This design comes from an exercise in tuning for small area on the open sky130 flow, not from production work.
The RTL was checked by simulation tests, not by an equivalence proof against the original design.
Power figures rest on the tool's default switching activity, not on a simulated workload.

==> config.mk <==
export PLATFORM = sky130hd
export DESIGN_NAME = QuadCopter
export DESIGN_NICKNAME = QuadCopter
export VERILOG_FILES = /design/flow/design.v
export SDC_FILE = /design/flow/constraint.sdc
export NUM_CORES = 4
export LEC_CHECK = 0
export CAP_MARGIN = 0
export CORE_MARGIN = 2
export CORE_UTILIZATION = 40
export CTS_BUF_LIST = sky130_fd_sc_hd__clkbuf_8
export CTS_CLUSTER_DIAMETER = 60
export CTS_CLUSTER_SIZE = 16
export SLEW_MARGIN = 0
==> design.v <==
module UART_tx (
  input logic clk,
  input logic rst_n,          
  input logic trmt,           
  input logic [7:0] tx_data,  
  output logic tx_done,       
  output logic TX             
);
	logic [11:0] baud_cnt;
	logic [3:0] bit_cnt;
	logic trans, shift, init;
	wire [11:0] baud_inc;
	wire [3:0] bit_inc;
	rca #(12) iBI(.a(baud_cnt), .b(12'h000), .ci(trans && bit_cnt != 4'd10), .s(baud_inc), .co());
	rca #(4) iCI(.a(bit_cnt), .b(4'h0), .ci(shift), .s(bit_inc), .co());
	assign init = ~trans & trmt;
	assign shift = (baud_cnt == 12'hA2C);
	always_ff @(posedge clk, negedge rst_n)
		if (!rst_n)
			trans <= 1'b0;
		else if (init)
			trans <= 1'b1;
		else if (bit_cnt == 4'd10)
			trans <= 1'b0;
	always_ff @(posedge clk) begin
		if (init || shift)
			baud_cnt <= 12'h000;
		else
			baud_cnt <= baud_inc;
	end
	always_ff @(posedge clk) begin
		if (init)
			bit_cnt <= 4'h0;
		else
			bit_cnt <= bit_inc;
	end
	always_comb begin
		TX = 1'b1;
		if (trans)
			case (bit_cnt)
				4'd0: TX = 1'b0;
				4'd1: TX = tx_data[0];
				4'd2: TX = tx_data[1];
				4'd3: TX = tx_data[2];
				4'd4: TX = tx_data[3];
				4'd5: TX = tx_data[4];
				4'd6: TX = tx_data[5];
				4'd7: TX = tx_data[6];
				4'd8: TX = tx_data[7];
				default: TX = 1'b1;
			endcase
	end
	assign tx_done = 1'b0;
endmodule
module UART_rcv (
  input logic clk,
  input logic rst_n,    
  input logic RX,       
  input logic clr_rdy,  
  output logic rdy,     
  output logic [7:0] rx_data  
);
	logic init, receiving, shift, set_rdy;
	logic [8:0] rx_shift_reg;
	logic [11:0] baud_cnt;
	logic [3:0] bit_cnt;
	logic RX_q1, RX_q2;
	logic rec;
	wire [11:0] baud_dec;
	wire [3:0] bit_inc;
	rca #(12) iBD(.a(baud_cnt), .b({12{receiving}}), .ci(1'b0), .s(baud_dec), .co());
	rca #(4) iCI(.a(bit_cnt), .b(4'h0), .ci(shift), .s(bit_inc), .co());
	assign init = ~rec & ~RX_q2;
	assign set_rdy = rec & (bit_cnt == 4'd10);
	assign receiving = rec & (bit_cnt != 4'd10);
	always_ff @(posedge clk, negedge rst_n)
		if (!rst_n)
			rec <= 1'b0;
		else if (init)
			rec <= 1'b1;
		else if (set_rdy)
			rec <= 1'b0;
	always_ff @(posedge clk, negedge rst_n) begin
		if (!rst_n) begin
			RX_q1 <= 1'b1;
			RX_q2 <= 1'b1;
		end else begin
			RX_q1 <= RX;
			RX_q2 <= RX_q1;
		end
	end
	always_ff @(posedge clk)
		if (shift)
			rx_shift_reg <= {RX_q2, rx_shift_reg[8:1]};
	assign rx_data = rx_shift_reg[7:0];
	always_ff @(posedge clk) begin
		if (init)
			baud_cnt <= 12'h516;
		else if (shift)
			baud_cnt <= 12'hA2C;
		else
			baud_cnt <= baud_dec;
	end
	assign shift = ~|baud_cnt;
	always_ff @(posedge clk) begin
		if (init)
			bit_cnt <= 4'h0;
		else
			bit_cnt <= bit_inc;
	end
	always_ff @(posedge clk, negedge rst_n)
		if (!rst_n)
			rdy <= 1'b0;
		else if (set_rdy)
			rdy <= 1'b1;
		else if (init | clr_rdy)
			rdy <= 1'b0;
endmodule
module UART(
  input wire clk,rst_n,
  input wire RX,trmt,
  input wire clr_rx_rdy,
  input wire [7:0] tx_data,
  output wire TX,rx_rdy,tx_done,
  output wire [7:0] rx_data
);
  UART_tx iTX(.clk(clk), .rst_n(rst_n), .TX(TX), .trmt(trmt),
          .tx_data(tx_data), .tx_done(tx_done));
  UART_rcv iRX(.clk(clk), .rst_n(rst_n), .RX(RX), .rdy(rx_rdy),
              .clr_rdy(clr_rx_rdy), .rx_data(rx_data));
endmodule
`default_nettype none
module UART_comm (
  input wire logic clk, rst_n,   
  input wire logic RX,           
  input wire logic send_resp,    
  input wire logic [7:0] resp,   
  input wire logic clr_cmd_rdy,  
  output wire logic TX,         
  output wire logic resp_sent,  
  output reg cmd_rdy,           
  output reg [2:0] op,          
  output wire [15:0] data       
);
  wire [7:0] rx_data;
  wire rx_rdy;
  reg [7:0] data_hi;
  reg [1:0] state;
  UART iUART(.clk(clk), .rst_n(rst_n), .RX(RX), .TX(TX), .tx_data(resp), .trmt(send_resp),
            .tx_done(resp_sent), .rx_data(rx_data), .rx_rdy(rx_rdy), .clr_rx_rdy(rx_rdy));
  wire capture_high = rx_rdy & ~state[0] & ~state[1];
  wire capture_mid  = rx_rdy & state[0];
  wire set_cmd_rdy  = rx_rdy & state[1];
  always_ff @(posedge clk)
    if (capture_high)
      case (rx_data)
        8'h02: op <= 3'd1;
        8'h03: op <= 3'd2;
        8'h04: op <= 3'd3;
        8'h05: op <= 3'd4;
        8'h06: op <= 3'd5;
        8'h07: op <= 3'd6;
        default: op <= 3'd0;
      endcase
  always_ff @(posedge clk)
    if (capture_mid)
      data_hi <= rx_data;
  assign data = {data_hi, rx_data};
  always_ff @(posedge clk, negedge rst_n) begin
    if (!rst_n)
      cmd_rdy <= 1'b0;
    else if (clr_cmd_rdy | capture_high)
      cmd_rdy <= 1'b0;
    else if (set_cmd_rdy)
      cmd_rdy <= 1'b1;
  end
  always_ff @(posedge clk, negedge rst_n) begin
    if (!rst_n)
      state <= 2'd0;
    else if (rx_rdy)
      state <= {state[0], ~state[0] & ~state[1]};
  end
endmodule
module cmd_cfg
#(parameter FAST_SIM = 1)
(
  input wire clk, rst_n,
  input wire cmd_rdy,
  input wire [2:0] op,
  input wire [15:0] data,
  input wire cal_done,
  input wire init,         
  output wire clr_cmd_rdy,
  output wire [7:0] resp,
  output wire send_resp,
  output reg [15:0] nd_ptch, nd_roll, nd_yaw,    
  output reg [8:0] thrst,
  output wire strt_cal,
  output wire inertial_cal,
  output reg motors_off
);
  localparam INTERP = 2'd0, WAIT_MTR_RAMP = 2'd1, WAIT_CAL_DONE = 2'd2, RESP = 2'd3;
  reg [1:0] state;
  reg [8:0] tmr;
  wire [8:0] tmr_inc;
  rca #(9) iTI(.a(tmr), .b(9'h000), .ci(1'b1), .s(tmr_inc), .co());
  wire go = (state == INTERP) & cmd_rdy;
  wire emer = go & (op == 3'd6);
  wire cal = go & (op == 3'd5);
  wire tmr_full = &tmr;
  assign clr_cmd_rdy = go;
  assign resp = 8'hA5;
  assign send_resp = (state == RESP);
  assign strt_cal = (state == WAIT_MTR_RAMP) & tmr_full;
  assign inertial_cal = (state == WAIT_MTR_RAMP) | ((state == WAIT_CAL_DONE) & ~cal_done) | cal;
  always_ff @(posedge clk)
    if (init | emer)
      nd_ptch <= 16'hFFFF;
    else if (go & (op == 3'd1))
      nd_ptch <= ~data;
  always_ff @(posedge clk)
    if (init | emer)
      nd_roll <= 16'hFFFF;
    else if (go & (op == 3'd2))
      nd_roll <= ~data;
  always_ff @(posedge clk)
    if (init | emer)
      nd_yaw <= 16'hFFFF;
    else if (go & (op == 3'd3))
      nd_yaw <= ~data;
  always_ff @(posedge clk)
    if (init | emer)
      thrst <= 9'h000;
    else if (go & (op == 3'd4))
      thrst <= data[8:0];
  always_ff @(posedge clk)
    if (cal)
      tmr <= 9'h000;
    else
      tmr <= tmr_inc;
  always_ff @(posedge clk, negedge rst_n)
    if (!rst_n)
      motors_off <= 1'b1;
    else if (go & (op == 3'd0))
      motors_off <= 1'b1;
    else if (inertial_cal)
      motors_off <= 1'b0;
  always_ff @(posedge clk, negedge rst_n)
    if (!rst_n)
      state <= INTERP;
    else case (state)
      INTERP: if (cmd_rdy) state <= (op == 3'd5) ? WAIT_MTR_RAMP : RESP;
      WAIT_MTR_RAMP: if (tmr_full) state <= WAIT_CAL_DONE;
      WAIT_CAL_DONE: if (cal_done) state <= RESP;
      default: state <= INTERP;
    endcase
endmodule
module ESC_interface_pipeline (
  input wire clk,
  input wire rst_n,
  input wire pre_wrt,       
  input wire wrt_ff,        
  input wire [12:0] kq,
  input wire en,            
  input wire m_const,       
  input wire [10:0] SPEED,
  output reg PWM
);
  reg [10:0] spd;
  reg z2, zero;    
  always_ff @(posedge clk)
    if (pre_wrt)
      spd <= SPEED;
  always_ff @(posedge clk) begin
    z2 <= m_const | (en & (kq == {2'b00, spd}));
    zero <= z2;
  end
  always_ff @(posedge clk, negedge rst_n) begin
    if (!rst_n)
      PWM <= 1'b0;
    else if (zero)
      PWM <= 1'b0;
    else if (wrt_ff)
      PWM <= 1'b1;
  end
endmodule
module ESCs (
  input wire clk, rst_n,
  input wire [10:0] frnt_spd,
  input wire [10:0] bck_spd,
  input wire [10:0] lft_spd,
  input wire [10:0] rght_spd,
  input wire motors_off,
  input wire inertial_cal,
  input wire pre_wrt,
  input wire wrt,
  output wire frnt,
  output wire bck,
  output wire lft,
  output wire rght,
  output wire kmatch
);
  reg wrt_ff;
  reg [12:0] kq;
  reg [1:0] kr;
  reg mo, ic, nl;
  always_ff @(posedge clk, negedge rst_n)
    if (!rst_n)
      wrt_ff <= 1'b0;
    else
      wrt_ff <= wrt;
  always_ff @(posedge clk)
    if (wrt) begin
      mo <= motors_off;
      ic <= inertial_cal;
    end
  always_ff @(posedge clk, negedge rst_n)
    if (!rst_n)
      nl <= 1'b1;
    else if (wrt)
      nl <= 1'b0;
  wire [12:0] kq_inc;
  rca #(13) iKI(.a(kq), .b(13'h0000), .ci(kr == 2'd2), .s(kq_inc), .co());
  wire kr0 = (kr == 2'd0);
  assign kmatch = (kr == 2'd1) && (kq == 13'd3378);
  always_ff @(posedge clk, negedge rst_n)
    if (!rst_n) begin
      kq <= 13'd3378;
      kr <= 2'd2;
    end else if (wrt_ff) begin
      kq <= 13'd3378;
      kr <= 2'd2;
    end else begin
      kq <= (kr0 && kq == 13'd5461) ? 13'd0 : kq_inc;
      kr <= (kr == 2'd2 || (kr0 && kq == 13'd5461)) ? 2'd0 : kr + 2'd1;
    end
  wire m_const = kr0 & ~wrt & ~wrt_ff & (nl ? (kq == 13'd3378) : mo ? (kq == 13'd0) : ic & (kq == 13'h290));
  ESC_interface_pipeline frntESC(.clk(clk), .rst_n(rst_n), .pre_wrt(pre_wrt), .wrt_ff(wrt_ff), .kq(kq),
              .en(kr0 & ~wrt & ~wrt_ff & ~nl & ~mo & ~ic), .m_const(m_const), .SPEED(frnt_spd), .PWM(frnt));
  ESC_interface_pipeline bckESC(.clk(clk), .rst_n(rst_n), .pre_wrt(pre_wrt), .wrt_ff(wrt_ff), .kq(kq),
              .en(kr0 & ~wrt & ~wrt_ff & ~nl & ~mo & ~ic), .m_const(m_const), .SPEED(bck_spd), .PWM(bck));
  ESC_interface_pipeline lftESC(.clk(clk), .rst_n(rst_n), .pre_wrt(wrt), .wrt_ff(wrt_ff), .kq(kq),
              .en(kr0 & ~wrt & ~wrt_ff & ~nl & ~mo & ~ic), .m_const(m_const), .SPEED(lft_spd), .PWM(lft));
  ESC_interface_pipeline rghtESC(.clk(clk), .rst_n(rst_n), .pre_wrt(wrt), .wrt_ff(wrt_ff), .kq(kq),
              .en(kr0 & ~wrt & ~wrt_ff & ~nl & ~mo & ~ic), .m_const(m_const), .SPEED(rght_spd), .PWM(rght));
endmodule
module PD_math_pipeline (
  input wire clk,
  input wire init,            
  input wire hold,            
  input wire hold_d,          
  input wire wr,              
  input wire [15:0] ndesired,   
  input wire [15:0] actual,
  output reg [9:0] err_sat_ff,
  output reg [6:0] D_diff_sat_ff
);
  wire [16:0] err;
  rca #(17) iE(.a({actual[15],actual}), .b({ndesired[15],ndesired}), .ci(1'b1), .s(err), .co());
  wire [9:0] err_sat = (err[16]) ?
            ((&err[15:9] == 0) ? 10'h200 : err[9:0]) :
            ((|err[15:9]) ? 10'h1ff : err[9:0]);
  reg [109:0] ring;
  reg [9:0] nprev11;
  always_ff @(posedge clk)
    if (!hold)
      err_sat_ff <= err_sat;
  always_ff @(posedge clk)
    ring <= {init ? 10'h3FF : wr ? ~err_sat_ff : ring[9:0], ring[109:10]};
  always_ff @(posedge clk)
    if (init)
      nprev11 <= 10'h3FF;
    else if (wr)
      nprev11 <= ring[9:0];
  wire [9:0] D_diff;
  rca #(10) iD(.a(err_sat_ff), .b(nprev11), .ci(1'b1), .s(D_diff), .co());
  wire [6:0] D_diff_sat = (D_diff[9]) ?
              ((&D_diff[8:6] == 0) ? 7'h40 : D_diff[6:0]) :
              ((|D_diff[8:6]) ? 7'h3f : D_diff[6:0]);
  always_ff @(posedge clk)
    if (!hold_d)
      D_diff_sat_ff <= D_diff_sat;
endmodule
`default_nettype none
module flght_cntrl_pipeline(
  input wire clk,
  input wire rst_n,
  input wire init,
  input wire vld,
  input wire pre_vld,
  input wire inertial_cal,
  input wire [15:0] nd_ptch, nd_roll, nd_yaw,        
  input wire signed [15:0] ptch, roll, yaw,
  input wire [8:0] thrst,
  output wire [10:0] frnt_spd,
  output wire [10:0] bck_spd,
  output wire [10:0] lft_spd,
  output wire [10:0] rght_spd
);
  localparam MIN_RUN_SPEED = 13'h2C0;
  reg [3:0] rot, oldest;
  reg pend;
  wire wr = pend & (rot == oldest);
  wire [3:0] rot_inc, oldest_inc;
  rca #(4) iRI(.a(rot), .b(4'h0), .ci(1'b1), .s(rot_inc), .co());
  rca #(4) iOI(.a(oldest), .b(4'h0), .ci(wr), .s(oldest_inc), .co());
  always_ff @(posedge clk)
    rot <= (rot[3] & rot[1]) ? 4'd0 : rot_inc;
  always_ff @(posedge clk)
    if (init)
      oldest <= 4'd0;
    else
      oldest <= (wr & oldest[3] & oldest[1]) ? 4'd0 : oldest_inc;
  always_ff @(posedge clk)
    if (init)
      pend <= 1'b0;
    else if (vld)
      pend <= 1'b1;
    else if (wr)
      pend <= 1'b0;
  wire [9:0] e_p, e_r, e_y;
  wire [6:0] d_p, d_r, d_y;
  wire hold = pend | pre_vld;
  PD_math_pipeline iPTCH(.clk(clk),.init(init),.hold(hold),.hold_d(pre_vld),.wr(wr),.ndesired(nd_ptch),.actual(ptch),.err_sat_ff(e_p),.D_diff_sat_ff(d_p));
  PD_math_pipeline iROLL(.clk(clk),.init(init),.hold(hold),.hold_d(pre_vld),.wr(wr),.ndesired(nd_roll),.actual(roll),.err_sat_ff(e_r),.D_diff_sat_ff(d_r));
  PD_math_pipeline iYAW(.clk(clk),.init(init),.hold(hold),.hold_d(pre_vld),.wr(wr),.ndesired(nd_yaw),.actual(yaw),.err_sat_ff(e_y),.D_diff_sat_ff(d_y));
  reg [8:0] thrst_h;
  always_ff @(posedge clk)
    if (pre_vld)
      thrst_h <= thrst;
  wire sel_r = ~pre_vld;
  wire [9:0] e_s = sel_r ? e_r : e_p;
  wire [6:0] d_s = sel_r ? d_r : d_p;
  wire [8:0] th = sel_r ? thrst_h : thrst;
  wire [9:0] pt_s, pt_y;
  wire [11:0] dt_s, dt_y;
  wire [11:0] d12_s = {{5{d_s[6]}}, d_s};
  wire [11:0] d12_y = {{5{d_y[6]}}, d_y};
  rca #(10) iPS(.a({e_s[9], e_s[9:1]}), .b({{3{e_s[9]}}, e_s[9:3]}), .ci(1'b0), .s(pt_s), .co());
  rca #(10) iPY(.a({e_y[9], e_y[9:1]}), .b({{3{e_y[9]}}, e_y[9:3]}), .ci(1'b0), .s(pt_y), .co());
  rca #(12) iDS(.a({d12_s[8:0], 3'b000}), .b(~d12_s), .ci(1'b1), .s(dt_s), .co());
  rca #(12) iDY(.a({d12_y[8:0], 3'b000}), .b(~d12_y), .ci(1'b1), .s(dt_y), .co());
  wire [12:0] ts, ty, base, bxy, s1, s2;
  rca #(13) iTS(.a({{3{pt_s[9]}},pt_s}), .b({dt_s[11],dt_s}), .ci(1'b0), .s(ts), .co());
  rca #(13) iTY(.a({{3{pt_y[9]}},pt_y}), .b({dt_y[11],dt_y}), .ci(1'b0), .s(ty), .co());
  rca #(13) iBA(.a(MIN_RUN_SPEED), .b({4'b0000,th}), .ci(1'b0), .s(base), .co());
  rca #(13) iBX(.a(base), .b(ty ^ {13{~sel_r}}), .ci(~sel_r), .s(bxy), .co());
  rca #(13) iS1(.a(bxy), .b(~ts), .ci(1'b1), .s(s1), .co());
  rca #(13) iS2(.a(bxy), .b(ts), .ci(1'b0), .s(s2), .co());
  assign frnt_spd = (|s1[12:11]) ? 11'h7ff : s1[10:0];
  assign bck_spd = (|s2[12:11]) ? 11'h7ff : s2[10:0];
  assign lft_spd = frnt_spd;
  assign rght_spd = bck_spd;
endmodule
`default_nettype none
module SPI_mnrch (
  input wire logic clk,     
  input wire logic rst_n,   
  output      logic SS_n,  
  output      logic SCLK,  
  output      logic MOSI,  
  input  wire logic MISO,  
  input  wire logic wrt,  
  input  wire logic [15:0] wt_data,  
  output      reg done,  
  output      logic set_done,  
  output      logic [15:0] rd_data  
);
  logic [4:0] bit_cntr;
  logic init, ld_SCLK, shft, done16;
  logic [3:0] SCLK_div;
  logic [15:0] shft_reg;
  typedef enum reg[1:0] {IDLE, TRANS, TEARDOWN} state_t;
  state_t state, nxt_state;
  wire [4:0] bit_inc;
  wire [3:0] div_inc;
  rca #(5) iBI(.a(bit_cntr), .b(5'h00), .ci(shft), .s(bit_inc), .co());
  rca #(4) iDI(.a(SCLK_div), .b(4'h0), .ci(1'b1), .s(div_inc), .co());
  always_ff @(posedge clk) begin
    if (init) begin
      bit_cntr <= 5'b00000;
    end else begin
      bit_cntr <= bit_inc;
    end
  end
  assign done16 = (bit_cntr[4]) ? 1'b1 : 1'b0;
  always_ff @(posedge clk, negedge rst_n) begin
    if (!rst_n) begin
      SCLK_div <= 4'b1011;
    end else if (ld_SCLK) begin
      SCLK_div <= 4'b1011;
    end else begin
      SCLK_div <= div_inc;
    end
  end
  assign SCLK = SCLK_div[3];
  assign shft = (SCLK_div == 4'h9) ? 1'b1 : 1'b0;
  always_ff @(posedge clk) begin
    if (init) begin
      shft_reg <= wt_data;
    end else if (shft) begin
      shft_reg <= {shft_reg[14:0], MISO};
    end
  end
  assign MOSI = shft_reg[15];
  assign rd_data = shft_reg;
  always_ff @(posedge clk, negedge rst_n) begin
    if (!rst_n)
      state <= IDLE;
    else
      state <= nxt_state;
  end
  always_comb begin
    init = 1'b0;
    set_done = 1'b0;
    SS_n = 1'b0;
    ld_SCLK = 1'b0;
    nxt_state = state;
    case(state)
      TRANS: if (done16) begin
          nxt_state = TEARDOWN;
        end else begin
          nxt_state = TRANS;
        end
      TEARDOWN: if (&SCLK_div[3:1]) begin
          nxt_state = IDLE;
          SS_n = 1'b1;
          set_done = 1'b1;
        end else begin
          nxt_state = TEARDOWN;
        end
      default: begin
        SS_n = 1'b1;
        ld_SCLK = 1'b1;
        if (wrt) begin
          init = 1'b1;
          nxt_state = TRANS;
        end else begin
          nxt_state = IDLE;
        end
        end
    endcase
  end
  always_ff @(posedge clk, negedge rst_n) begin
    if (!rst_n) begin
      done <= 1'b0;
    end else if (init) begin
      done <= 1'b0;
    end else if (set_done) begin
      done <= 1'b1;
    end
  end
endmodule
module inertial_integrator(clk,rst_n,init,strt_cal,cal_done,vld,ptch_rt,roll_rt,yaw_rt,
                           acc_byte,axl,axh,ayl,ptch,roll,yaw);
parameter FAST_SIM = 1;
input wire clk, rst_n;
input wire init;                  
input wire strt_cal;
input wire vld;                   
input wire [15:0] ptch_rt, roll_rt, yaw_rt;
input wire [7:0] acc_byte;        
input wire axl, axh, ayl;         
output wire cal_done;
output wire signed [15:0] ptch, roll, yaw;
  localparam IDLE = 2'd0, CALIBRATING = 2'd1, RUNNING = 2'd2;
  reg [1:0] state;
  reg [3:0] smpl_cntr;
  reg v1, v2, v3, c2, c3;
  reg gp, gr;
  reg [11:0] ptch_h, roll_h;        
  reg [19:0] ax_acc, ay_acc;
  reg [3:0] avg_cntr;
  reg [4:0] mcnt;
  wire [26:0] ptch_int, roll_int, yaw_int;
  wire calibrating = (state == CALIBRATING);
  wire running = state[1];
  assign cal_done = calibrating & (smpl_cntr == 4'd8);
  wire clr = (strt_cal & (state == IDLE)) | cal_done;
  always_ff @(posedge clk, negedge rst_n)
    if (!rst_n)
      state <= IDLE;
    else if (strt_cal & ~calibrating)
      state <= CALIBRATING;
    else if (cal_done)
      state <= RUNNING;
  wire [3:0] smpl_inc;
  rca #(4) iSI(.a(smpl_cntr), .b(4'h0), .ci(calibrating & vld), .s(smpl_inc), .co());
  always_ff @(posedge clk)
    if (strt_cal & ~calibrating)
      smpl_cntr <= 4'd0;
    else
      smpl_cntr <= smpl_inc;
  wire [14:0] dp, dr;
  rca #(15) iCP(.a({ptch_int[26],ptch_int[26:13]}), .b({{3{ptch_h[11]}},ptch_h}), .ci(1'b0), .s(dp), .co());
  rca #(15) iCR(.a({roll_int[26],roll_int[26:13]}), .b({{3{roll_h[11]}},roll_h}), .ci(1'b0), .s(dr), .co());
  always_ff @(posedge clk) begin
    v1 <= vld;
    v2 <= v1;
    c2 <= v1 & running;
    gp <= dp[14];
    gr <= dr[14];
    v3 <= v2 & ~clr;
    c3 <= c2;
  end
  integ_axis #(1) iP(.clk(clk), .init(init), .clr(clr), .v1(v1), .v2(v2), .v3(v3),
                     .fus_en(c2), .gt(gp), .comp_en(c3), .rt(ptch_rt), .cal_done(cal_done), .int_q(ptch_int));
  integ_axis #(1) iR(.clk(clk), .init(init), .clr(clr), .v1(v1), .v2(v2), .v3(v3),
                     .fus_en(c2), .gt(gr), .comp_en(c3), .rt(roll_rt), .cal_done(cal_done), .int_q(roll_int));
  integ_axis #(0) iY(.clk(clk), .init(init), .clr(clr), .v1(v1), .v2(v2), .v3(v3),
                     .fus_en(1'b0), .gt(1'b0), .comp_en(c3), .rt(yaw_rt), .cal_done(cal_done), .int_q(yaw_int));
  wire c15 = &avg_cntr;
  wire cap = (avg_cntr == 4'd0);
  wire [3:0] avg_inc;
  rca #(4) iAI(.a(avg_cntr), .b(4'h0), .ci(vld), .s(avg_inc), .co());
  always_ff @(posedge clk)
    if (init)
      avg_cntr <= 4'd0;
    else
      avg_cntr <= avg_inc;
  wire add_x = (axl | axh) & ~c15;
  wire add_y = (ayl | vld) & ~c15;
  wire lo_byte = axl | ayl;
  wire [19:0] acc_add = {{4{acc_byte[7] & ~lo_byte}}, lo_byte ? 8'h00 : acc_byte, lo_byte ? acc_byte : 8'h00};
  wire [19:0] ax_sum, ay_sum;
  rca #(20) iAX(.a(ax_acc), .b(add_x ? acc_add : 20'd0), .ci(1'b0), .s(ax_sum), .co());
  rca #(20) iAY(.a(ay_acc), .b(add_y ? acc_add : 20'd0), .ci(1'b0), .s(ay_sum), .co());
  wire mbusy = (mcnt != 5'd0);
  wire mlast = (mcnt == 5'd16);
  wire [4:0] mcnt_inc;
  rca #(5) iMI(.a(mcnt), .b(5'h00), .ci(mbusy), .s(mcnt_inc), .co());
  always_ff @(posedge clk)
    if (init | mlast)
      mcnt <= 5'd0;
    else if (v2 & cap)
      mcnt <= 5'd1;
    else
      mcnt <= mcnt_inc;
  always_ff @(posedge clk)
    if (init | mlast)
      ax_acc <= 20'd0;
    else if (mbusy)
      ax_acc <= {1'b0, ax_acc[19:5], 4'h0};
    else
      ax_acc <= ax_sum;
  always_ff @(posedge clk)
    if (init | mlast)
      ay_acc <= 20'd0;
    else if (mbusy)
      ay_acc <= {1'b0, ay_acc[19:5], 4'h0};
    else
      ay_acc <= ay_sum;
  wire mshift = mbusy & ~mcnt[4] & ~(mcnt[3] & mcnt[2] & mcnt[1]);    
  wire mfirst = (mcnt == 5'd1);
  wire [11:0] mp = (mcnt == 5'd15) ? 12'hD72 : (mcnt == 5'd16) ? 12'h51C : 12'hEB9;
  wire [11:0] mr = (mcnt == 5'd15) ? 12'h28E : (mcnt == 5'd16) ? 12'hAE4 : 12'h147;
  wire [11:0] hp_in = mfirst ? 12'd0 : ptch_h;
  wire [11:0] hr_in = mfirst ? 12'd0 : roll_h;
  wire [11:0] hp_sum, hr_sum;
  rca #(12) iGP(.a(hp_in), .b(ay_acc[4] ? mp : 12'd0), .ci(mshift), .s(hp_sum), .co());
  rca #(12) iGR(.a(hr_in), .b(ax_acc[4] ? mr : 12'd0), .ci(mshift), .s(hr_sum), .co());
  always_ff @(posedge clk)
    if (init) begin
      ptch_h <= 12'd0;
      roll_h <= 12'd0;
    end else if (mbusy) begin
      ptch_h <= mshift ? {hp_sum[11], hp_sum[11:1]} : hp_sum;
      roll_h <= mshift ? {hr_sum[11], hr_sum[11:1]} : hr_sum;
    end
  assign ptch = {{2{ptch_int[26]}},ptch_int[26:13]};
  assign roll = {{2{roll_int[26]}},roll_int[26:13]};
  assign yaw = {{2{yaw_int[26]}},yaw_int[26:13]};
endmodule
module integ_axis #(parameter FUSION = 1) (
  input wire clk,
  input wire init,
  input wire clr,
  input wire v1, v2, v3,
  input wire fus_en,         
  input wire gt,             
  input wire comp_en,        
  input wire [15:0] rt,
  input wire cal_done,
  output reg [26:0] int_q
);
  reg [15:0] off;
  reg cy, hs;
  wire [15:0] off_m = comp_en ? ~off : 16'hFFFF;
  wire [15:0] comp;
  rca #(16) iC(.a(rt), .b(off_m), .ci(1'b1), .s(comp), .co());
  wire [15:0] fus = (v2 & fus_en) ? (gt ? 16'h0800 : 16'hF800) : 16'h0000;
  wire [15:0] op = fus | (v3 ? comp : 16'h0000);
  wire [15:0] lo;
  wire [10:0] hi;
  wire lo_c;
  rca #(16) iL(.a(int_q[15:0]), .b(op), .ci(1'b0), .s(lo), .co(lo_c));
  rca #(11) iH(.a(int_q[26:16]), .b({11{hs}}), .ci(cy), .s(hi), .co());
  wire clear = init | (clr & ~(FUSION & v1));
  always_ff @(posedge clk)
    if (clear)
      int_q <= 27'd0;
    else
      int_q <= {hi, lo};
  always_ff @(posedge clk) begin
    cy <= lo_c & ~clear;
    hs <= op[15] & ~clear;
  end
  always_ff @(posedge clk)
    if (cal_done)
      off <= int_q[18:3];
endmodule
module inert_intf
#(parameter FAST_SIM = 1)
(
  input wire clk, rst_n,
  input wire MISO,
  input wire INT,
  input wire strt_cal,
  input wire kmatch,      
  output wire signed [15:0] ptch,roll,yaw,
  output wire cal_done,
  output wire vld,
  output wire pre_vld,                      
  output wire init,                         
  output wire SS_n,SCLK,MOSI
);
  logic INT_1, INT_2;
  logic done, set_done;
  logic [1:0] nmatch;
  reg [15:0] ptch_reg, roll_reg, yaw_reg;
  logic wrt;
  logic [15:0] cmd, inert_data;
  localparam [3:0] INIT1 = 4'd0, INIT2 = 4'd1, INIT3 = 4'd2, INIT4 = 4'd3, WAIT_DATA = 4'd4,
                   PTCH_L = 4'd5, PTCH_H = 4'd6, ROLL_L = 4'd7, ROLL_H = 4'd8, YAW_L = 4'd9,
                   YAW_H = 4'd10, AX_L = 4'd11, AX_H = 4'd12, AY_L = 4'd13, AY_H = 4'd14;
  reg [3:0] state;
  SPI_mnrch iSPI(.clk(clk),.rst_n(rst_n),.SS_n(SS_n),.SCLK(SCLK),.MISO(MISO),.MOSI(MOSI),
                 .wrt(wrt),.done(done),.set_done(set_done),.rd_data(inert_data),.wt_data(cmd));
  inertial_integrator #(FAST_SIM) iINT(.clk(clk), .rst_n(rst_n), .init(init), .strt_cal(strt_cal),
                       .cal_done(cal_done), .vld(vld), .ptch_rt(ptch_reg), .roll_rt(roll_reg),
                       .yaw_rt(yaw_reg), .acc_byte(inert_data[7:0]),
                       .axl(state == AX_L && done), .axh(state == AX_H && done),
                       .ayl(state == AY_L && done),
                       .ptch(ptch), .roll(roll), .yaw(yaw));
  assign init = (state == INIT1);
  assign vld = (state == AY_H) && done;
  assign pre_vld = (state == AY_H) && set_done;
  always_ff @(posedge clk, negedge rst_n) begin
    if (!rst_n) begin
      INT_1 <= 1'b0;
      INT_2 <= 1'b0;
    end else begin
      INT_1 <= INT;
      INT_2 <= INT_1;
    end
  end
  wire wait_done = kmatch & (&nmatch);
  always_ff @(posedge clk, negedge rst_n)
    if (!rst_n)
      nmatch <= 2'd0;
    else if (kmatch)
      nmatch <= nmatch + 2'd1;
  wire [3:0] state_inc;
  rca #(4) iSI(.a(state), .b(4'h0), .ci(1'b1), .s(state_inc), .co());
  always_ff @(posedge clk) begin
    if (done) begin
      if (state == PTCH_L) ptch_reg[7:0] <= inert_data[7:0];
      if (state == PTCH_H) ptch_reg[15:8] <= inert_data[7:0];
      if (state == ROLL_L) roll_reg[7:0] <= inert_data[7:0];
      if (state == ROLL_H) roll_reg[15:8] <= inert_data[7:0];
      if (state == YAW_L) yaw_reg[7:0] <= inert_data[7:0];
      if (state == YAW_H) yaw_reg[15:8] <= inert_data[7:0];
    end
  end
  always_comb begin
    case (state)
      INIT1: cmd = 16'h0D02;
      INIT2: cmd = 16'h1062;
      INIT3: cmd = 16'h1162;
      INIT4: cmd = 16'h1460;
      WAIT_DATA: cmd = 16'hA200;
      PTCH_L: cmd = 16'hA300;
      PTCH_H: cmd = 16'hA400;
      ROLL_L: cmd = 16'hA500;
      ROLL_H: cmd = 16'hA600;
      YAW_L: cmd = 16'hA700;
      YAW_H: cmd = 16'hA800;
      AX_L: cmd = 16'hA900;
      AX_H: cmd = 16'hAA00;
      AY_L: cmd = 16'hAB00;
      default: cmd = 16'h0000;
    endcase
  end
  assign wrt = (state == INIT1) ? wait_done :
               (state == WAIT_DATA) ? INT_2 :
               (state == AY_H) ? 1'b0 : done;
  always_ff @(posedge clk, negedge rst_n)
    if (!rst_n)
      state <= INIT1;
    else case (state)
      INIT1: if (wait_done) state <= INIT2;
      WAIT_DATA: if (INT_2) state <= PTCH_L;
      AY_H: if (done) state <= WAIT_DATA;
      default: if (done) state <= state_inc;
    endcase
endmodule
module reset_synch (
  input logic RST_n,  
  input logic clk,    
  output reg rst_n    
);
	logic q1;
	always_ff @(negedge clk, negedge RST_n) begin
		if (!RST_n) begin
			q1 <= 1'b0;
			rst_n <= 1'b0;
		end else begin
			q1 <= 1'b1;
			rst_n <= q1;
		end
	end
endmodule
`default_nettype none
module QuadCopter(
  input wire clk,    
  input wire RST_n,  
  input wire RX,     
  input wire MISO,   
  input wire INT,    
  output wire SS_n,  
  output wire SCLK,  
  output wire MOSI,  
  output wire TX,    
  output wire FRNT,  
  output wire BCK,   
  output wire LFT,   
  output wire RGHT   
);
  wire cmd_rdy;
  wire [2:0] op;
  wire [15:0] data;
  wire clr_cmd_rdy;
  wire [7:0] resp;
  wire send_resp;
  wire vld, pre_vld;
  wire init;
  wire kmatch;
  wire signed [15:0] ptch, roll, yaw;
  wire [15:0] nd_ptch, nd_roll, nd_yaw;
  wire [8:0] thrst;
  wire rst_n;
  wire strt_cal;
  wire inertial_cal;
  wire motors_off;
  wire cal_done;
  wire [10:0] frnt_spd, bck_spd, lft_spd, rght_spd;
  localparam FAST_SIM = 1;
  UART_comm iCOMM(
    .clk(clk), .rst_n(rst_n),
    .RX(RX), .TX(TX),
    .resp(resp), .send_resp(send_resp), .resp_sent(),
    .cmd_rdy(cmd_rdy), .op(op), .data(data), .clr_cmd_rdy(clr_cmd_rdy)
  );
  cmd_cfg #(FAST_SIM) iCMD(
    .clk(clk), .rst_n(rst_n),
    .cmd_rdy(cmd_rdy), .op(op), .data(data), .clr_cmd_rdy(clr_cmd_rdy),
    .resp(resp), .send_resp(send_resp),
    .nd_ptch(nd_ptch), .nd_roll(nd_roll), .nd_yaw(nd_yaw), .thrst(thrst),
    .strt_cal(strt_cal), .inertial_cal(inertial_cal), .motors_off(motors_off),
    .cal_done(cal_done), .init(init)
  );
  inert_intf #(FAST_SIM) iNEMO(
    .clk(clk), .rst_n(rst_n),
    .ptch(ptch), .roll(roll), .yaw(yaw),
    .strt_cal(strt_cal), .kmatch(kmatch), .cal_done(cal_done), .vld(vld), .pre_vld(pre_vld), .init(init),
    .SS_n(SS_n), .SCLK(SCLK), .MOSI(MOSI), .MISO(MISO), .INT(INT)
  );
  flght_cntrl_pipeline ifly(
    .clk(clk), .rst_n(rst_n), .init(init),
    .vld(vld), .pre_vld(pre_vld),
    .nd_ptch(nd_ptch), .nd_roll(nd_roll), .nd_yaw(nd_yaw),
    .ptch(ptch), .roll(roll), .yaw(yaw),
    .thrst(thrst), .inertial_cal(inertial_cal),
    .frnt_spd(frnt_spd), .bck_spd(bck_spd), .lft_spd(lft_spd), .rght_spd(rght_spd)
  );
  ESCs iESC (
    .clk(clk), .rst_n(rst_n),
    .frnt_spd(frnt_spd), .bck_spd(bck_spd), .lft_spd(lft_spd), .rght_spd(rght_spd),
    .pre_wrt(pre_vld), .wrt(vld), .motors_off(motors_off), .inertial_cal(inertial_cal),
    .frnt(FRNT), .bck(BCK), .lft(LFT), .rght(RGHT), .kmatch(kmatch)
  );
  reset_synch iRST (.clk(clk), .RST_n(RST_n), .rst_n(rst_n));
endmodule
module rca #(parameter N = 8) (
  input wire [N-1:0] a,
  input wire [N-1:0] b,
  input wire ci,
  output wire [N-1:0] s,
  output wire co
);
  wire [N:0] c;
  assign c[0] = ci;
  genvar i;
  generate for (i = 0; i < N; i = i + 1) begin : bit_
    assign s[i] = a[i] ^ b[i] ^ c[i];
    assign c[i+1] = (a[i] & b[i]) | (c[i] & (a[i] ^ b[i]));
  end endgenerate
  assign co = c[N];
endmodule
==> constraint.sdc <==
create_clock -name core_clock -period 10.0 [get_ports {clk}]
set_input_delay 2.0000 -clock core_clock [delete_from_list [all_inputs] [get_ports {clk}]]
set_output_delay 2.0000 -clock core_clock [all_outputs]
set_load 0.01 [all_outputs]
==> run.sh <==
#!/bin/bash
# synth_recipe.tcl (not shown) runs the flow's synth.tcl, then flattens the netlist and writes it again
# the make line also repeats each setting of config.mk as NAME=value (left out here)
make -C /OpenROAD-flow-scripts/flow DESIGN_CONFIG=/design/flow/config.mk WORK_HOME=/design/flow/orfs CLKGATE_MAP_FILE= SYNTH_SCRIPT=/design/flow/synth_recipe.tcl finish
==> impl_results.md, run 1 <==
* Mapped Cells at 3,154
* Fillers at 8,954
* Die width at 317 um
* Status: timing/DRC/antenna clean
* Hpwl dp at slightly above 50,000 um
* # DRC at 0
* CTS resizes at 0
* I/O Pins at 13
* CP Data Arrival Time at 9.76 ns
* Post-synth top area share at 33.7%
* Hold path depth at 0
* Clock Latency Late Sink at around 0.75 ns
* Vias in the first global route at 21,985
* Period utilisation layout at between 90% and 100%
* CTS tree: built
* Drt wl/cell at 16.4 um
* Initial Util at 40.4%
* Final antenna-violating net count at 0
* Pwr Density at 149 mW/mm^2
* DRT Wirelength at 73,800 um
* Core Area at 0.0970 mm^2
* Finished Layout Cells at 4,488
* Synthesized cell area at roughly 0.039 mm^2
* Crit path kind: reg2reg
* DP Cell Count at between 4,000 and 5,000
* Largest regs: ifly.iPTCH.ring: 110 flops, ifly.iROLL.ring: 110 flops, ifly.iYAW.ring: 110 flops
* Worst VDD drop at 0.0921 mV
* CP Capture Type: flop
* Post-route setup slack at 0.846 ns
* Synth Net Count at approximately 3,600
* Max Fclk at 109 MHz
* Setup slack, reg-to-reg at 0.85 ns
* WP data required at 10.60 ns
* # nets final at around 3,600
* Cell Rows at 114
* Final setup TNS at 0 ns
* Area Overhead vs Synth at 8.06%
* Final setup violation count at 0
* Via count at between 20,000 and 25,000
* CTS H-Tree Depth at 3
* Post-CTS Hold Fix Bufs at 0
* Post-CTS Setup Repair Bufs at 0
* Most frequent cell after synthesis: dfxtp_1
* GRT Total Usage at roughly 15%
* Number of CTS-inserted buffers at 82
* Number of synthesized register bits at 940
* Initial antenna violation count at 2
* Most common cell on crit path: fa_1
* Worst-margin pin slew at 1.17 ns
* Die height at roughly 320 um
* Ys Warns at 14
* Most common library cells after synthesis: dfxtp_1, inv_1, fa_1, nand2_1, edfxtp_1
* P_leak at 17.8 nW
* DR iter-0 viols at roughly 1,500
* Clock sink count at 940
* Seq/Total Area, Yosys at 54.5%
* Slew headroom at between 20% and 30%
* Fin crit period at around 9 ns
* Setup Slack @ Placement at about 0.83 ns
* Startpoint Class: flop
* Routability congestion estimate at 0.800
* EDFF count, synth at approximately 230
* Clock Path Buffers at 3
* Top_reg_cell synth: dfxtp_1
* Unique masters post-synth at 73
* Total gr overflow at 0
* Max incr delay on CP at about 0.45 ns
* Root Driver: clkbuf_8
* Top cells by area, synth: dfxtp_1, edfxtp_1, fa_1
* Mean Syn Cell Area at between 10 and 15 um^2
* Final hold viol count at 0
* First-pass GRT wire length at 120,000 um
* R2r worst-path depth at 31
* DRT Pass-1 Iters at 5
* Max-slew violation count at 0
* Largest net degree at the start of global routing at 71
* RSZ-0062 raised after global routing: false
* Crit-path slowest cell: dfrtp_1
* Share of layout cells above drive strength 1 at 6.14%
* Die footprint at 0.101 mm^2
* I/O Buffers at 12
* Layout Skew at 0.0944 ns
* HP Class: reg2reg
* Ys async rst share at 5.43%
* Max_cap viols at 0
* Dominant cell type by area after synthesis: dfxtp_1
* Worst-path fanout max at 8
* Register clock-pin slew on the reported worst setup and hold paths at 0.11 ns
* Vias per cell at 4.75
[cell type report]
class                           count  area (um^2)  area share [%]
Timing Repair Buffer               37          320           0.756
Clock inverter                     57          543            1.28
Tap cell                         1276         1600            3.77
Clock buffer                       83         1140            2.70
Multi-Input combinational cell   1749        16100            38.0
Antenna cell                        1         2.50         0.00590
Sequential cell                   940        21400            50.5
Inverter                          345         1290            3.06
[kinds of logic after synthesis]
family          Yosys count  synth area share (%)
mux                      57                  1.59
buf+inv                 465                  4.52
fa+ha+maj               469                  21.4
xor+xnor                103                  2.42
simple gates            750                  9.69
compound gates          369                  5.90
other cells               1               0.00956
flops                   940                  54.5
[layer usage]
layer	track usage, %	vias to the layer above	part of all wire [%]
met4	4.77	0	2.6
met1	21.6	10523	48
li1	-	10337	-
met5	0	-	0
met2	24.2	348	46
met3	2.53	124	4.2
[power breakdown]
part,switching [W],internal (W)
clock,0.00137,0.000939
sequential,0.0000208,0.00390
combinational,0.0000489,0.0000513
[worst max-delay path, delay by kind of cell, from the launching register on]
kind,cells,cell delay [ns]
simple gates,5,0.73
xor+xnor,1,0.20
flops,1,0.45
fa+ha+maj,20,7.25
buf+inv,5,0.41
[layout by cell type (no fill, tap or decap), drive strengths merged, types with 17 or more instances in the layout]
cell	n
and3	19
mux2	25
and2	136
buf	25
xor2	67
nand3	80
mux2i	32
fa	334
nand2	230
nand2b	20
edfxtp	229
dfxtp	660
clkbuf	83
ha	135
xnor2	33
a21oi	103
dfrtp	35
o21ai	96
o211ai	93
nor2b	23
inv	381
nor2	135
a21o	20
nor4	17
[per-stage QoR]
stage	total power (W)	util (%)	instance area [um^2]	hold WS, ns
2_1_floorplan	0.00409	-	39200	0.292
3_3_place_gp	0.00411	42.0	40700	0.297
3_5_place_dp	0.00411	42.0	40700	0.297
4_1_cts	0.00642	43.7	42400	0.284
5_1_grt	0.00659	43.7	42400	0.304
6_report	0.00633	43.7	42400	0.288
[worst paths after layout]
| check | start | endpoint |
|---|---|---|
| max | iNEMO.state[1] | iNEMO.iINT.ay_acc[19] |
| min reg2reg | ifly.iYAW.ring[30] | ifly.iYAW.ring[20] |
| min in group asynchronous | iRST.rst_n | iESC.lftESC.PWM |
| min | ifly.iYAW.ring[30] | ifly.iYAW.ring[20] |
| max reg2reg | iNEMO.state[1] | iNEMO.iINT.ay_acc[19] |
| max in group asynchronous | RST_n | iRST.rst_n |
==> run 2: changes to the inputs <==
--- a/config.mk
+++ b/config.mk
@@ -6,9 +6,10 @@
 export NUM_CORES = 4
 export LEC_CHECK = 0
-export CAP_MARGIN = 0
+export CAP_MARGIN = 20
 export CORE_MARGIN = 2
-export CORE_UTILIZATION = 40
+export CORE_UTILIZATION = 70
 export CTS_BUF_LIST = sky130_fd_sc_hd__clkbuf_8
 export CTS_CLUSTER_DIAMETER = 60
 export CTS_CLUSTER_SIZE = 16
-export SLEW_MARGIN = 0
+export PLACE_DENSITY = 0.8
+export SLEW_MARGIN = 20
==> impl_results.md, run 2 <==
* Fin crit period at 9.30 ns (+0.147 ns)
* DRT Wirelength at 75,100 um (+1.8%)
* Most common library cells after synthesis: dfxtp_1, inv_1, fa_1, nand2_1, edfxtp_1
* Slew headroom at 34.4% (+13 points)
* Synth Net Count at 3,628 (unchanged)
* Crit-path slowest cell: fa_1
* Startpoint Class: flop
* CTS resizes at 0 (unchanged)
* WP data required at 10.58 ns (-0.02 ns)
* Ys async rst share at 5.43% (unchanged)
* Root Driver: clkbuf_8
* Vias per cell at 5.65 (+19%)
* Post-CTS Setup Repair Bufs at 0 (unchanged)
* Period utilisation layout at 93.0% (+1.5 points)
* First-pass GRT wire length at 123,000 um (+2.0%)
* I/O Buffers at 12 (unchanged)
* Initial antenna violation count at 2 (unchanged)
* Max-slew violation count at 0 (unchanged)
* Routability congestion estimate at 0.909 (+14%)
* Die footprint at 0.0579 mm^2 (-42%)
* Mapped Cells at 3,154 (unchanged)
* Initial Util at 71.0% (+31 points)
* Most frequent cell after synthesis: dfxtp_1
* Fillers at 3,473 (-61%)
* DR iter-0 viols at 1,682 (+16%)
* P_leak at 17.7 nW (-0.69%)
* RSZ-0062 raised after global routing: false
* CTS tree: built
* Final setup TNS at 0 ns (unchanged)
* Drt wl/cell at 19.1 um (+16%)
* Top_reg_cell synth: dfxtp_1
* Crit path kind: reg2reg
* Post-synth top area share at 33.7% (unchanged)
* Unique masters post-synth at 73 (unchanged)
* CTS H-Tree Depth at 3 (unchanged)
* Largest regs: ifly.iPTCH.ring: 110 flops, ifly.iROLL.ring: 110 flops, ifly.iYAW.ring: 110 flops
* Final Power at 0.00604 W (-4.6%)
* Core Area at 0.0552 mm^2 (-43%)
* Pwr Density at 146 mW/mm^2 (-2.2%)
* Post-CTS Hold Fix Bufs at 0 (unchanged)
* Number of CTS-inserted buffers at 71 (-13%)
* Top cells by area, synth: dfxtp_1, edfxtp_1, fa_1
* CP Data Arrival Time at 9.88 ns (+0.12 ns)
* Status: timing/DRC/antenna clean
* Vias in the first global route at 23,762 (+8.1%)
* Final core utilization at 74.9% (+31 points)
* Worst-path fanout max at 8 (unchanged)
* Worst VDD drop at 0.122 mV (+33%)
* Max_cap viols at 0 (unchanged)
* Via count at 22,251 (+4.3%)
* Most common cell after layout, fill and taps aside: dfxtp_1
* Die height at 241 um (-24%)
* Mean Syn Cell Area at 12.4 um^2 (unchanged)
* Share of layout cells above drive strength 1 at 5.14% (-0.99 points)
* EDFF count, synth at 229 (unchanged)
* Worst-margin pin slew at 0.981 ns (-0.193 ns)
* Clock Path Buffers at 3 (unchanged)
* Cell Rows at 86 (-25%)
* Max incr delay on CP at 0.46 ns (about the same)
* Final setup violation count at 0 (unchanged)
* Clock Latency Late Sink at 0.71 ns (-0.04 ns)
* Dominant cell type by area after synthesis: dfxtp_1
* I/O Pins at 13 (unchanged)
* Hpwl dp at 53,600 um (+3.6%)
* Final hold viol count at 0 (unchanged)
* Area Overhead vs Synth at 5.49%
* Layout Skew at 0.0843 ns (-0.0101 ns)
* Clock sink count at 940 (unchanged)
* Seq/Total Area, Yosys at 54.5% (unchanged)
* Commonest cells after routing, fill and taps aside: dfxtp_1, inv_1, fa_1
* Register clock-pin slew on the reported worst setup and hold paths at 0.09 ns (-0.02 ns)
* Ys Warns at 14 (unchanged)
* Final antenna-violating net count at 0 (unchanged)
* HP Class: reg2reg
* Synthesized cell area at 0.0392 mm^2 (unchanged)
* # DRC at 0 (unchanged)
* GRT Total Usage at 27.4% (+12 points)
* Die width at 241 um (-24%)
* Total gr overflow at 0 (unchanged)
* Max Fclk at 108 MHz (-1.6%)
* # nets final at 3,615 (-0.39%)
* Number of synthesized register bits at 940 (unchanged)
* Largest net degree at the start of global routing at 68 (-4.2%)
* Most common cell on crit path: fa_1
* CP Capture Type: flop
* DRT Pass-1 Iters at 7 (+2)
-- run 2: logic make-up after synthesis --
logic type	Yosys count	share of synthesized area, %
AOI/OAI and AO/OA	369	5.90
xor gates and xnor gates	103	2.42
adders and majority gates	469	21.4
buffers and inverters	465	4.52
DFF	940	54.5
muxes	57	1.59
other	1	0.00956
and+or+nand+nor	750	9.69
-- run 2: metal layers --
layer  wire length (um)  GRT usage [%]  part of all wire, %  vias up
met5                  0              0                    0        -
met1              31200           36.1                   42    11136
met3               4270           4.36                  5.7      168
met2              37100           46.3                   49      659
li1                   -              -                    -    10288
met4               2500           10.1                  3.3        0
-- run 2: through the flow --
stage | area (um^2) | worst slack [ns] | std cells | hold WS (ns)
final | 41400 | 0.699 | 3938 | 0.301
after global routing | 41400 | 0.222 | 3937 | 0.312
after CTS | 41300 | 0.657 | 3935 | 0.306
after detailed placement | 40000 | 0.661 | 3815 | 0.305
after global placement | 40000 | 0.996 | 3815 | 0.296
after floorplan | 39200 | 0.677 | 3154 | 0.292
-- run 2: worst paths after layout --
check	depth (start not counted)	endpoint	slack, ns	from
max	31	iNEMO.iINT.ax_acc[19]	0.70	iNEMO.state[1]
min	0	iRST.rst_n	0.30	iRST.q1
max reg2reg	31	iNEMO.iINT.ax_acc[19]	0.70	iNEMO.state[1]
min reg2reg	0	iRST.rst_n	0.30	iRST.q1
max in group asynchronous	1	iRST.rst_n	3.44	RST_n
min in group asynchronous	1	iESC.kr[0]	5.40	iRST.rst_n
-- run 2: where the power goes --
group	internal [W]	switching (W)	leakage, nW	total, W
Sequential	0.00390	0.0000219	8.30	0.00392
Combinational	0.0000528	0.0000544	8.55	0.000107
Clock	0.000807	0.00120	0.802	0.00201
-- run 2: worst max-delay path, delay by kind of cell, from the launching register on --
| kind | cells | cell delay, ns |
|---|---|---|
| AND/OR/NAND/NOR | 3 | 0.38 |
| buffers and inverters | 5 | 0.42 |
| AO/OA/AOI/OAI | 1 | 0.16 |
| flip-flops | 1 | 0.45 |
| adder cells (fa/ha/maj) | 20 | 7.43 |
| XOR/XNOR | 2 | 0.33 |
-- run 2: area by class of cell --
class                      instances  area [um^2]  share of cell area [%]
multi-input combinational       1749        16100                    38.9
tap                              748          936                    2.26
inverter                         345         1290                    3.13
antenna                            2         5.00                  0.0121
clock inverter                    46          328                   0.792
sequential                       940        21400                    51.7
timing repair buffer              34          293                   0.708
clock buffer                      74         1020                    2.46
==> run 3: changes to the inputs <==
--- a/config.mk
+++ b/config.mk
@@ -9,7 +9,7 @@
 export CORE_MARGIN = 2
 export CORE_UTILIZATION = 70
-export CTS_BUF_LIST = sky130_fd_sc_hd__clkbuf_8
-export CTS_CLUSTER_DIAMETER = 60
-export CTS_CLUSTER_SIZE = 16
+export CTS_BUF_LIST = sky130_fd_sc_hd__clkbuf_16
+export CTS_CLUSTER_DIAMETER = 80
+export CTS_CLUSTER_SIZE = 30
 export PLACE_DENSITY = 0.8
 export SLEW_MARGIN = 20
==> impl_results.md, run 3 <==
* Fin crit period at 9.32 ns (+0.0178 ns)
* HP Class: reg2reg
* Net switching power at 0.00128 W (+0.16%)
* I/O Pins at 13 (unchanged)
* Seq/Total Area, Yosys at 54.5% (unchanged)
* DRT Pass-1 Iters at 5 (-2)
* Largest regs: ifly.iPTCH.ring: 110 flops, ifly.iROLL.ring: 110 flops, ifly.iYAW.ring: 110 flops
* Seq pwr share at 64.8% (about the same)
* Via count at 22,290 (+0.18%)
* Synth Net Count at 3,628 (unchanged)
* Worst-margin pin slew at 0.975 ns (-0.00551 ns)
* Crit-path slowest cell: dfrtp_1
* Post-synth top area share at 33.7% (unchanged)
* Setup slack, reg-to-reg at 0.68 ns (-0.02 ns)
* Die height at 241 um (unchanged)
* FF-to-FF Start: iNEMO.state[1]
* Cell Rows at 86 (unchanged)
* Number of synthesized register bits at 940 (unchanged)
* Clock network power share at 33.4% (about the same)
* Pwr Density at 146 mW/mm^2 (+0.25%)
* # nets final at 3,585 (-0.83%)
* Routability congestion estimate at 0.909 (unchanged)
* Clock sink count at 940 (unchanged)
* Max-slew violation count at 0 (unchanged)
* Commonest cells after routing, fill and taps aside: dfxtp_1, inv_1, fa_1
* CP Data Arrival Time at 9.84 ns (-0.04 ns)
* Total gr overflow at 0 (unchanged)
* Initial Util at 71.0% (unchanged)
* EDFF count, synth at 229 (unchanged)
* Worst VDD drop at 0.137 mV (+12%)
* Ys Warns at 14 (unchanged)
* Layout Skew at 0.0307 ns (-0.0536 ns)
* I/O Buffers at 12 (unchanged)
* R2R Path End: iNEMO.iINT.ax_acc[19]
* Status: timing/DRC/antenna clean
* Number of CTS-inserted buffers at 41 (-42%)
* Worst-path fanout max at 8 (unchanged)
* RSZ-0062 raised after global routing: false
* P_leak at 17.5 nW (-0.67%)
* Most frequent cell after synthesis: dfxtp_1
* Max_cap viols at 0 (unchanged)
* Most common cell after layout, fill and taps aside: dfxtp_1
* Most common cell on crit path: fa_1
* Largest net degree at the start of global routing at 68 (unchanged)
* Vias in the first global route at 23,478 (-1.2%)
* Final Power at 0.00605 W (+0.16%)
* Final setup TNS at 0 ns (unchanged)
* WP data required at 10.52 ns (-0.06 ns)
* Synthesized cell area at 0.0392 mm^2 (unchanged)
* Worst Setup SP: iNEMO.state[1]
* Fillers at 3,442 (-0.89%)
* Root Driver: clkbuf_16
* Register clock-pin slew on the reported worst setup and hold paths at 0.11 ns (+0.02 ns)
* R2r worst-path depth at 31 (unchanged)
* Die width at 241 um (unchanged)
* Slew headroom at 34.8% (+0.37 points)
* Min Hold Slack at 0.306 ns (+0.00441 ns)
* Top cells by area, synth: dfxtp_1, edfxtp_1, fa_1
* CTS resizes at 0 (unchanged)
* Top_reg_cell synth: dfxtp_1
* DR iter-0 viols at 1,788 (+6.3%)
* Mapped Cells at 3,154 (unchanged)
* First-pass GRT wire length at 123,000 um (about the same)
* Ys async rst share at 5.43% (unchanged)
* GRT Total Usage at 27.2% (-0.11 points)
* Crit path kind: reg2reg
* CP Capture Type: flop
* Post-CTS Setup Repair Bufs at 0 (unchanged)
* Switch share at 21.2% (about the same)
* Area Overhead vs Synth at 5.39% (about the same)
* CTS tree: built
* DRT Wirelength at 75,100 um (about the same)
* Final core utilization at 74.9% (about the same)
* Period utilisation layout at 93.2% (+0.18 points)
* Final setup violation count at 0 (unchanged)
* Vias per cell at 5.73 (+1.4%)
* Clock Path Buffers at 3 (unchanged)
* Final hold viol count at 0 (unchanged)
* Core Area at 0.0552 mm^2 (unchanged)
* Clock Latency Late Sink at 0.62 ns (-0.09 ns)
* Share of layout cells above drive strength 1 at 4.30% (-0.84 points)
* Worst Setup EP: iNEMO.iINT.ax_acc[19]
* Post-CTS Hold Fix Bufs at 0 (unchanged)
* Initial antenna violation count at 1 (-1)
* Int Pwr at 0.00477 W (+0.16%)
* Dominant cell type by area after synthesis: dfxtp_1
* Startpoint Class: flop
* Max incr delay on CP at 0.46 ns (about the same)
* Mean Syn Cell Area at 12.4 um^2 (unchanged)
* Final antenna-violating net count at 0 (unchanged)
* Max Fclk at 107 MHz (-0.19%)
* Die footprint at 0.0579 mm^2 (unchanged)
* Combinational power share at 1.8% (about the same)
* Drt wl/cell at 19.3 um (+1.3%)
* Unique masters post-synth at 73 (unchanged)
* CTS H-Tree Depth at 2 (-1)
* Most common library cells after synthesis: dfxtp_1, inv_1, fa_1, nand2_1, edfxtp_1
* # DRC at 0 (unchanged)
* Hpwl dp at 53,600 um (unchanged)
[run 3: layer usage]
layer,share of wire [%],vias to the layer above,GRT usage (%)
met5,0.015,-,0
met4,2.8,2,8.39
met3,5.6,144,3.51
met2,50,654,46.7
met1,42,11264,36.6
li1,-,10226,-
[run 3: layout make-up]
cell class                 count  area (um^2)  share of cell area (%)
antenna                        1         2.50                 0.00605
inverter                     345         1290                    3.13
multi-input combinational   1749        16100                    39.0
timing repair buffer          34          289                   0.699
clock buffer                  42         1050                    2.54
sequential                   940        21400                    51.7
clock inverter                30          263                   0.636
tap                          748          936                    2.26
[run 3: logic make-up (layout without fill, tap and decap cells)]
family,after synthesis,after routing,share of synthesized area [%]
other cells,1,2,0.00956
flops,940,940,54.5
simple gates,750,750,9.69
mux,57,57,1.59
compound gates,369,369,5.90
buf+inv,465,451,4.52
fa+ha+maj,469,469,21.4
xor+xnor,103,103,2.42
[run 3: power groups by stage]
stage | Sequential [W] | Clock (W) | Combinational (W)
floorplan | 0.00401 | 0 | 0.0000788
global placement | 0.00401 | 0 | 0.0000946
detailed placement | 0.00401 | 0 | 0.000109
CTS | 0.00392 | 0.00206 | 0.000112
global route | 0.00393 | 0.00218 | 0.000127
finish | 0.00392 | 0.00202 | 0.000109
[run 3: how the worst min path moves through the flow]
stage               slack (ns)  cells past startpoint          to    start
floorplan                 0.29                      0  iRST.rst_n  iRST.q1
global placement          0.30                      0  iRST.rst_n  iRST.q1
detailed placement        0.31                      0  iRST.rst_n  iRST.q1
CTS                       0.31                      0  iRST.rst_n  iRST.q1
global route              0.31                      0  iRST.rst_n  iRST.q1
finish                    0.31                      0  iRST.rst_n  iRST.q1
[run 3: critical path, delay by kind of cell, from the launching register on]
family / cells / cell delay, ns
flops: 1 / 0.46
xor+xnor: 2 / 0.33
simple gates: 3 / 0.39
fa+ha+maj: 20 / 7.44
compound gates: 1 / 0.16
buf+inv: 5 / 0.43
[run 3: per-stage QoR]
stage                     setup WS (ns)  area [um^2]  std cells
after CTS                         0.665        41300       3887
after floorplan                   0.677        39200       3154
final                             0.681        41300       3889
after global routing              0.223        41300       3888
after detailed placement          0.661        40000       3815
after global placement            0.996        40000       3815
==> run 4: changes to the inputs <==
--- a/config.mk
+++ b/config.mk
@@ -6,4 +6,5 @@
 export NUM_CORES = 4
 export LEC_CHECK = 0
+export ABC_AREA = 1
 export CAP_MARGIN = 20
 export CORE_MARGIN = 2
==> impl_results.md, run 4 <==
* Status: timing/DRC/antenna clean
* Max incr delay on CP at 0.46 ns (about the same)
* Die height at 240 um (-0.14%)
* Pwr Density at 153 mW/mm^2 (+4.2%)
* DRT Pass-1 Iters at 5 (unchanged)
* Register clock-pin slew on the reported worst setup and hold paths at 0.11 ns (about the same)
* Synth Net Count at 3,975 (+9.6%)
* DR iter-0 viols at 1,843 (+3.1%)
* CTS tree: built
* Max_cap viols at 0 (unchanged)
* Grt peak-use layer: met2
* # nets final at 3,966 (+11%)
* Hpwl dp at 54,500 um (+1.8%)
* Antenna fix cells at 0 (-1)
* WP data required at 10.48 ns (-0.04 ns)
* Fillers at 3,607 (+4.8%)
* Period utilisation layout at 93.9% (+0.72 points)
* Post-synth top area share at 33.8% (+0.094 points)
* Total gr overflow at 0 (unchanged)
* P_leak at 17.8 nW (+1.8%)
* Top_reg_cell synth: dfxtp_1
* Number of synthesized register bits at 940 (unchanged)
* GRT Total Usage at 27.1% (-0.10 points)
* Startpoint Class: flop
* Final setup TNS at 0 ns (unchanged)
* Routability congestion estimate at 0.893 (-1.7%)
* First-pass GRT wire length at 122,000 um (-0.43%)
* Initial Util at 70.9% (-0.20 points)
* Initial antenna violation count at 1 (unchanged)
* EDFF count, synth at 229 (unchanged)
* Switch share at 22.5% (+1.3 points)
* Worst VDD drop at 0.150 mV (+10%)
* RSZ-0062 raised after global routing: false
* Top cells by area, synth: dfxtp_1, edfxtp_1, fa_1
* Final setup violation count at 0 (unchanged)
* Fin crit period at 9.39 ns (+0.0718 ns)
* Clock network power share at 32.7% (-0.7 points)
* Ys async rst share at 5.43% (unchanged)
* Crit-path slowest cell: dfrtp_1
* # DRC at 0 (unchanged)
* Final hold viol count at 0 (unchanged)
* Net switching power at 0.00142 W (+11%)
* Drt wl/cell at 17.4 um (-9.7%)
* Layout Skew at 0.0426 ns (+0.0119 ns)
* Die width at 240 um (-0.14%)
* Max-slew violation count at 0 (unchanged)
* HP Class: reg2reg
* Die footprint at 0.0578 mm^2 (-0.27%)
* DP Cell Count at 4,194 (+9.9%)
* CP Data Arrival Time at 9.87 ns (+0.03 ns)
* Share of layout cells above drive strength 1 at 4.46% (+0.16 points)
* Max Fclk at 106 MHz (-0.76%)
* I/O Pins at 13 (unchanged)
* Via count at 22,936 (+2.9%)
* DRT Wirelength at 74,500 um (-0.84%)
* Mean Syn Cell Area at 11.2 um^2 (-10%)
* Met1 Track Usage GR at 37.7% (+1.1 points)
* Crit path kind: reg2reg
* Synthesized cell area at 0.0391 mm^2 (-0.28%)
* Slew headroom at 29.0% (-5.8 points)
* Vias per cell at 5.37 (-6.3%)
* Most common cell on crit path: fa_1
* Area Overhead vs Synth at 5.85%
* Largest regs: ifly.iPTCH.ring: 110 flops, ifly.iROLL.ring: 110 flops, ifly.iYAW.ring: 110 flops
* Unique masters post-synth at 60 (-18%)
* Dominant cell type by area after synthesis: dfxtp_1
* I/O Buffers at 12 (unchanged)
* Commonest cells after routing, fill and taps aside: dfxtp_1, inv_1, nand2_1
* CTS H-Tree Depth at 2 (unchanged)
* Core Area at 0.0552 mm^2 (unchanged)
* Worst-path fanout max at 13 (+5)
* Vias in the first global route at 23,843 (+1.6%)
* Combinational power share at 4.1% (+2.3 points)
* Int Pwr at 0.00490 W (+2.7%)
* Met2 usage at 45.6% (-1.1 points)
* Most common cell after layout, fill and taps aside: dfxtp_1
* Most common library cells after synthesis: dfxtp_1, inv_1, nand2_1, fa_1, nor2_1
* Clock Path Buffers at 3 (unchanged)
* Finished Layout Cells at 4,270 (+9.8%)
* Met3 usage at 3.31% (-0.20 points)
* Root Driver: clkbuf_16
* Most frequent cell after synthesis: dfxtp_1
* Clock sink count at 940 (unchanged)
* Mapped Cells at 3,501 (+11%)
* Cell Rows at 86 (unchanged)
* Largest net degree at the start of global routing at 75 (+10%)
* Clock Latency Late Sink at 0.64 ns (+0.02 ns)
* CP Capture Type: flop
* Final antenna-violating net count at 0 (unchanged)
* Seq/Total Area, Yosys at 54.7% (+0.15 points)
* Post-CTS Hold Fix Bufs at 0 (unchanged)
* Ys Warns at 14 (unchanged)
* Seq pwr share at 63.2% (-1.6 points)
* Worst-margin pin slew at 1.06 ns (+0.0866 ns)
* Number of CTS-inserted buffers at 42 (+2.4%)
[run 4: cells by family after synthesis]
| kind of cell | synth area share (%) |
|---|---|
| compound gates | 5.99 |
| xor+xnor | 1.63 |
| other cells | 0.00959 |
| flops | 54.7 |
| fa+ha+maj | 21.4 |
| buf+inv | 6.77 |
| mux | 0.0800 |
| simple gates | 9.43 |
[run 4: worst paths after layout]
path                                           start                    end  slack, ns  cells after the start
worst min register to register  ifly.iPTCH.ring[108]    ifly.iPTCH.ring[98]       0.32                      0
worst max register to register        iNEMO.state[1]  iNEMO.iINT.ax_acc[19]       0.61                     32
max in group asynchronous                      RST_n             iRST.rst_n       3.41                      1
worst max-delay path                  iNEMO.state[1]  iNEMO.iINT.ax_acc[19]       0.61                     32
worst min-delay path            ifly.iPTCH.ring[108]    ifly.iPTCH.ring[98]       0.32                      0
min in group asynchronous                 iRST.rst_n  iCOMM.iUART.iTX.trans       5.44                      1
[run 4: area by class of cell]
type / count / area, um^2 / share of cell area, %
multi-input combinational: 1866 / 15100 / 36.5
clock inverter: 31 / 290 / 0.701
tap: 748 / 936 / 2.26
sequential: 940 / 21400 / 51.7
timing repair buffer: 37 / 315 / 0.762
clock buffer: 43 / 1080 / 2.60
inverter: 605 / 2280 / 5.50
[run 4: layer usage]
metal | up-vias | share of wire, %
met3 | 146 | 4.4
met5 | - | 0.017
met4 | 2 | 2.7
met2 | 529 | 48
met1 | 11354 | 44
li1 | 10905 | -
[run 4: critical path: cells and delay by family (launching register included)]
family / cells / cell delay (ns)
adders and majority gates: 20 / 7.29
buffers and inverters: 6 / 0.72
DFF: 1 / 0.46
xor gates and xnor gates: 2 / 0.38
and+or+nand+nor: 3 / 0.23
AOI/OAI and AO/OA: 1 / 0.14
[run 4: repair_timing]
| item | in CTS | in global routing |
|---|---|---|
| gates resized for setup | 0 | 3 |
| setup endpoints to repair | 0 | 4 |
| setup buffers | 0 | 1 |
[run 4: through the flow]
step | total power (W) | setup WS, ns | cell area [um^2] | util (%) | hold slack, ns
after global routing | 0.00654 | 0.149 | 41400 | 75.0 | 0.324
after CTS | 0.00636 | 0.285 | 41400 | 74.9 | 0.315
after detailed placement | 0.00434 | 0.292 | 40000 | 72.5 | 0.312
final | 0.00632 | 0.609 | 41400 | 75.0 | 0.318
after global placement | 0.00431 | 0.627 | 40000 | 72.5 | 0.300
after floorplan | 0.00426 | 0.638 | 39100 | - | 0.292
[run 4: power by group through the flow]
stage | Sequential, W | Clock (W) | Combinational [W]
after floorplan | 0.00407 | 0 | 0.000192
after global placement | 0.00408 | 0 | 0.000235
after detailed placement | 0.00408 | 0 | 0.000261
after CTS | 0.00400 | 0.00210 | 0.000263
after global routing | 0.00401 | 0.00222 | 0.000306
final | 0.00399 | 0.00206 | 0.000257
